This is an optimization exercise on Yosys and OpenROAD, whose aim is small area and a short achievable clock period, not a production implementation. In this exercise RTL edits were held to simulation tests only and were not proved equivalent to the original. No activity file was given, so power comes from the tool's default toggle rates.

## module_conv_kernel_1x2
module module_conv_kernel_1x2
(
	input clk,
	input [71:0] ifm_win3x3,
	input [71:0] weight_win3x3_ch1,
	input [71:0] weight_win3x3_ch2,
	output [17:0] ofm_stream_ch1,
	output [17:0] ofm_stream_ch2
);
Size in the first run: roughly 250 I/O pins, roughly 44000 um2 of cells after synthesis.
export LEC_CHECK = 0
export CAP_MARGIN = 20
export CORE_MARGIN = 2
export CORE_UTILIZATION = 58
export CTS_CLUSTER_DIAMETER = 60
export CTS_CLUSTER_SIZE = 30
export PLACE_DENSITY = 0.8
export SETUP_SLACK_MARGIN = 3.7
export SLEW_MARGIN = 20
export SYNTH_HIERARCHICAL = 1
export SYNTH_MINIMUM_KEEP_SIZE = 0
create_clock -name core_clock -period 6.0 [get_ports {clk}]
standard.sh (not shown) runs the stock make flow with config.mk's settings and CLKGATE_MAP_FILE= SYNTH_SCRIPT=/design/flow/synth_recipe.tcl, a recipe that flattens the netlist after the stock synthesis.
==> flow/flow/run.sh <==
#!/bin/bash
set -e
cp standard.sh standard_sh_copy.log
export BUFFER_PORTS_ARGS="-buffer_cell sky130_fd_sc_hd__buf_1"
export CTS_ARGS="-sink_clustering_enable -repair_clock_nets -sink_clustering_size 30 -sink_clustering_max_diameter 60 -dont_use_dummy_load"
bash standard.sh floorplan > standard_floorplan.log 2>&1
ODB=orfs/results/sky130hd/module_conv_kernel_1x2/base/2_floorplan.odb
openroad -no_init -exit flow/upsize.tcl -metrics upsize_metrics.json > upsize.log 2>&1 || { cat upsize.log; exit 1; }
bash standard.sh finish > standard.log 2>&1
==> flow/flow/upsize.tcl <==
# Give the enc_r registers (Booth-encoded pixel digits, high fanout) the
# dfxtp_4 drive strength of their dfxtp cell.
set odb orfs/results/sky130hd/module_conv_kernel_1x2/base/2_floorplan.odb
read_db $odb
set db [ord::get_db]
set m4 [$db findMaster sky130_fd_sc_hd__dfxtp_4]
set n 0
foreach inst [[ord::get_db_block] getInsts] {
  if {[string match "enc_r*" [$inst getName]] && [[$inst getMaster] getName] == "sky130_fd_sc_hd__dfxtp_1"} {
    $inst swapMaster $m4
    incr n
  }
}
puts "upsized $n enc_r registers to dfxtp_4"
write_db $odb
The first run passed the timing, design-rule and antenna checks.
Change:
PLACE_DENSITY = 0.7   (was 0.8)
SETUP_SLACK_MARGIN = 3.66   (was 3.7)
=> The changed run produced a clean layout. Worst hold slack degrades by 13 ps. Sequential share of layout area rose by 0.31 points. Power barely changes. Combinational power hardly moves. Worst setup slack degrades by 15 ps.
Change:
PLACE_DENSITY = 0.8   (was 0.7)
SETUP_SLACK_MARGIN = 3.6   (was 3.66)
=>
- The new run ran to the end with no violations
- worst hold slack improved by 16 ps
- synthesized cell count does not change
- non-clock buffer count decreases by 3
- via count increases slightly
- sequential share of layout area increases by 0.22 points
- routed wire length decreases slightly
- global-route usage decreases by 0.37 points
- setup slack got worse by 43 ps
- count of clock-buffer cells in the layout decreases by 5
- fmax decreases slightly
- total power decreases slightly
Change:
==> flow/run.sh (new file) <==
#!/bin/bash
# synth_recipe.tcl (not shown) runs the flow's synth.tcl, then flattens the netlist and writes it again
# the make line also repeats each setting of config.mk as NAME=value (left out here)
make -C /OpenROAD-flow-scripts/flow DESIGN_CONFIG=/design/flow/config.mk WORK_HOME=/design/flow/orfs CLKGATE_MAP_FILE= SYNTH_SCRIPT=/design/flow/synth_recipe.tcl finish
CORE_UTILIZATION = 50   (was 58)
CTS_CLUSTER_DIAMETER = default   (was 60)
CTS_CLUSTER_SIZE = 25   (was 30)
PLACE_DENSITY = 0.65   (was 0.8)
SETUP_SLACK_MARGIN = 3.72   (was 3.6)
removed: flow/flow/run.sh
removed: flow/flow/upsize.tcl
removed: flow/standard.sh
Maximum frequency grows slightly.
Power grows by a little under a tenth.
Utilization shrinks by 3.6 points.
Setup slack gains 8.8 ps.
Sequential power is about the same.
Sequential cell count does not change.
Critical path depth is unchanged.
Design area grows by a little under a tenth.
Global-route usage shrinks by 2.9 points.
Synthesized cell count does not change.
Synthesized area stays the same.
Change:
==> flow/flow/run.sh (new file) <==
#!/bin/bash
set -e
cp standard.sh standard_sh_copy.log
export BUFFER_PORTS_ARGS="-buffer_cell sky130_fd_sc_hd__buf_1"
export CTS_ARGS="-sink_clustering_enable -repair_clock_nets -sink_clustering_size 30 -sink_clustering_max_diameter 60 -dont_use_dummy_load"
bash standard.sh floorplan > standard_floorplan.log 2>&1
ODB=orfs/results/sky130hd/module_conv_kernel_1x2/base/2_floorplan.odb
openroad -no_init -exit flow/upsize.tcl -metrics upsize_metrics.json > upsize.log 2>&1 || { cat upsize.log; exit 1; }
bash standard.sh finish > standard.log 2>&1
==> flow/flow/upsize.tcl (new file) <==
# Give the enc_r registers (Booth-encoded pixel digits, high fanout) the
# dfxtp_4 drive strength of their dfxtp cell.
set odb orfs/results/sky130hd/module_conv_kernel_1x2/base/2_floorplan.odb
read_db $odb
set db [ord::get_db]
set m4 [$db findMaster sky130_fd_sc_hd__dfxtp_4]
set n 0
foreach inst [[ord::get_db_block] getInsts] {
  if {[string match "enc_r*" [$inst getName]] && [[$inst getMaster] getName] == "sky130_fd_sc_hd__dfxtp_1"} {
    $inst swapMaster $m4
    incr n
  }
}
puts "upsized $n enc_r registers to dfxtp_4"
write_db $odb
==> flow/standard.sh (new file) <==
#!/bin/bash
# synth_recipe.tcl (not shown) runs the flow's synth.tcl, then flattens the netlist and writes it again
# the make line also repeats each setting of config.mk as NAME=value (left out here)
make -C /OpenROAD-flow-scripts/flow DESIGN_CONFIG=/design/flow/config.mk WORK_HOME=/design/flow/orfs CLKGATE_MAP_FILE= SYNTH_SCRIPT=/design/flow/synth_recipe.tcl "${@:-finish}"
CORE_UTILIZATION = 58   (was 50)
CTS_CLUSTER_DIAMETER = 60   (was default)
CTS_CLUSTER_SIZE = 30   (was 25)
PLACE_DENSITY = 0.88   (was 0.65)
SETUP_SLACK_MARGIN = 3.66   (was 3.72)
removed: flow/run.sh
Result:
- global-route usage rose by 3.8 points
- register-to-register slack gets worse by 40 ps
- power goes down by 6.3%
- worst setup slack loses 36 ps
- via count is higher by about 1.5%
- wire length goes down by about 3.5%
- combinational power barely changes
- fmax fell by 1.5%
Change:
==> flow/flow/run.sh (replaced) <==
#!/bin/bash
set -e
cp standard.sh standard_sh_copy.log
export BUFFER_PORTS_ARGS="-buffer_cell sky130_fd_sc_hd__buf_1"
export CTS_ARGS="-sink_clustering_enable -repair_clock_nets -sink_clustering_size 30 -sink_clustering_max_diameter 60 -dont_use_dummy_load"
bash standard.sh > standard.log 2>&1
CORE_UTILIZATION = 55   (was 58)
PLACE_DENSITY = 0.65   (was 0.88)
removed: flow/flow/upsize.tcl
Count of clock-buffer cells in the layout stays the same.
Maximum frequency is lower by about 0.9%.
Setup slack got worse by 21 ps.
Wire length rose by about 3.3%.
Non-clock buffer count goes up by 32.
Total power shrinks by about 4%.
Critical path depth shrinks by 1.

[port drivers added, routing unchanged]
The results above use ideal ports. As a check the final layouts listed here were re-extracted and re-timed, cells and wires unchanged. Step 1 sets driving cells, clkbuf_16 on the clock port and buf_2 on the other inputs (assumed; they add their load-dependent delay and slew). Step 2 adds t to the input delays and takes it off the output delays; t is the mean of the earliest and latest rising clock arrival at the registers after step 1. Input paths then give back, and output paths get back, about the clock's delay inside the block. a / b / c = no drivers / after step 1 / after step 2; a / b = the first two.
run | shift t [ns] | setup slack, ns | cell pins on the clock port's net
the first run | 0.701 | 3.692 / 3.622 / 3.705 | 1
the second run | 0.709 | 3.677 / 3.637 / 3.677 | 1
the third run | 0.698 | 3.634 / 3.601 / 3.634 | 1
the fourth run | 0.722 | 3.643 / 3.643 / 3.643 | 1
the fifth run | 0.707 | 3.607 / 3.607 / 3.607 | 1
the sixth run | 0.709 | 3.585 / 3.584 / 3.585 | 1
After both steps every run listed still meets setup and hold.
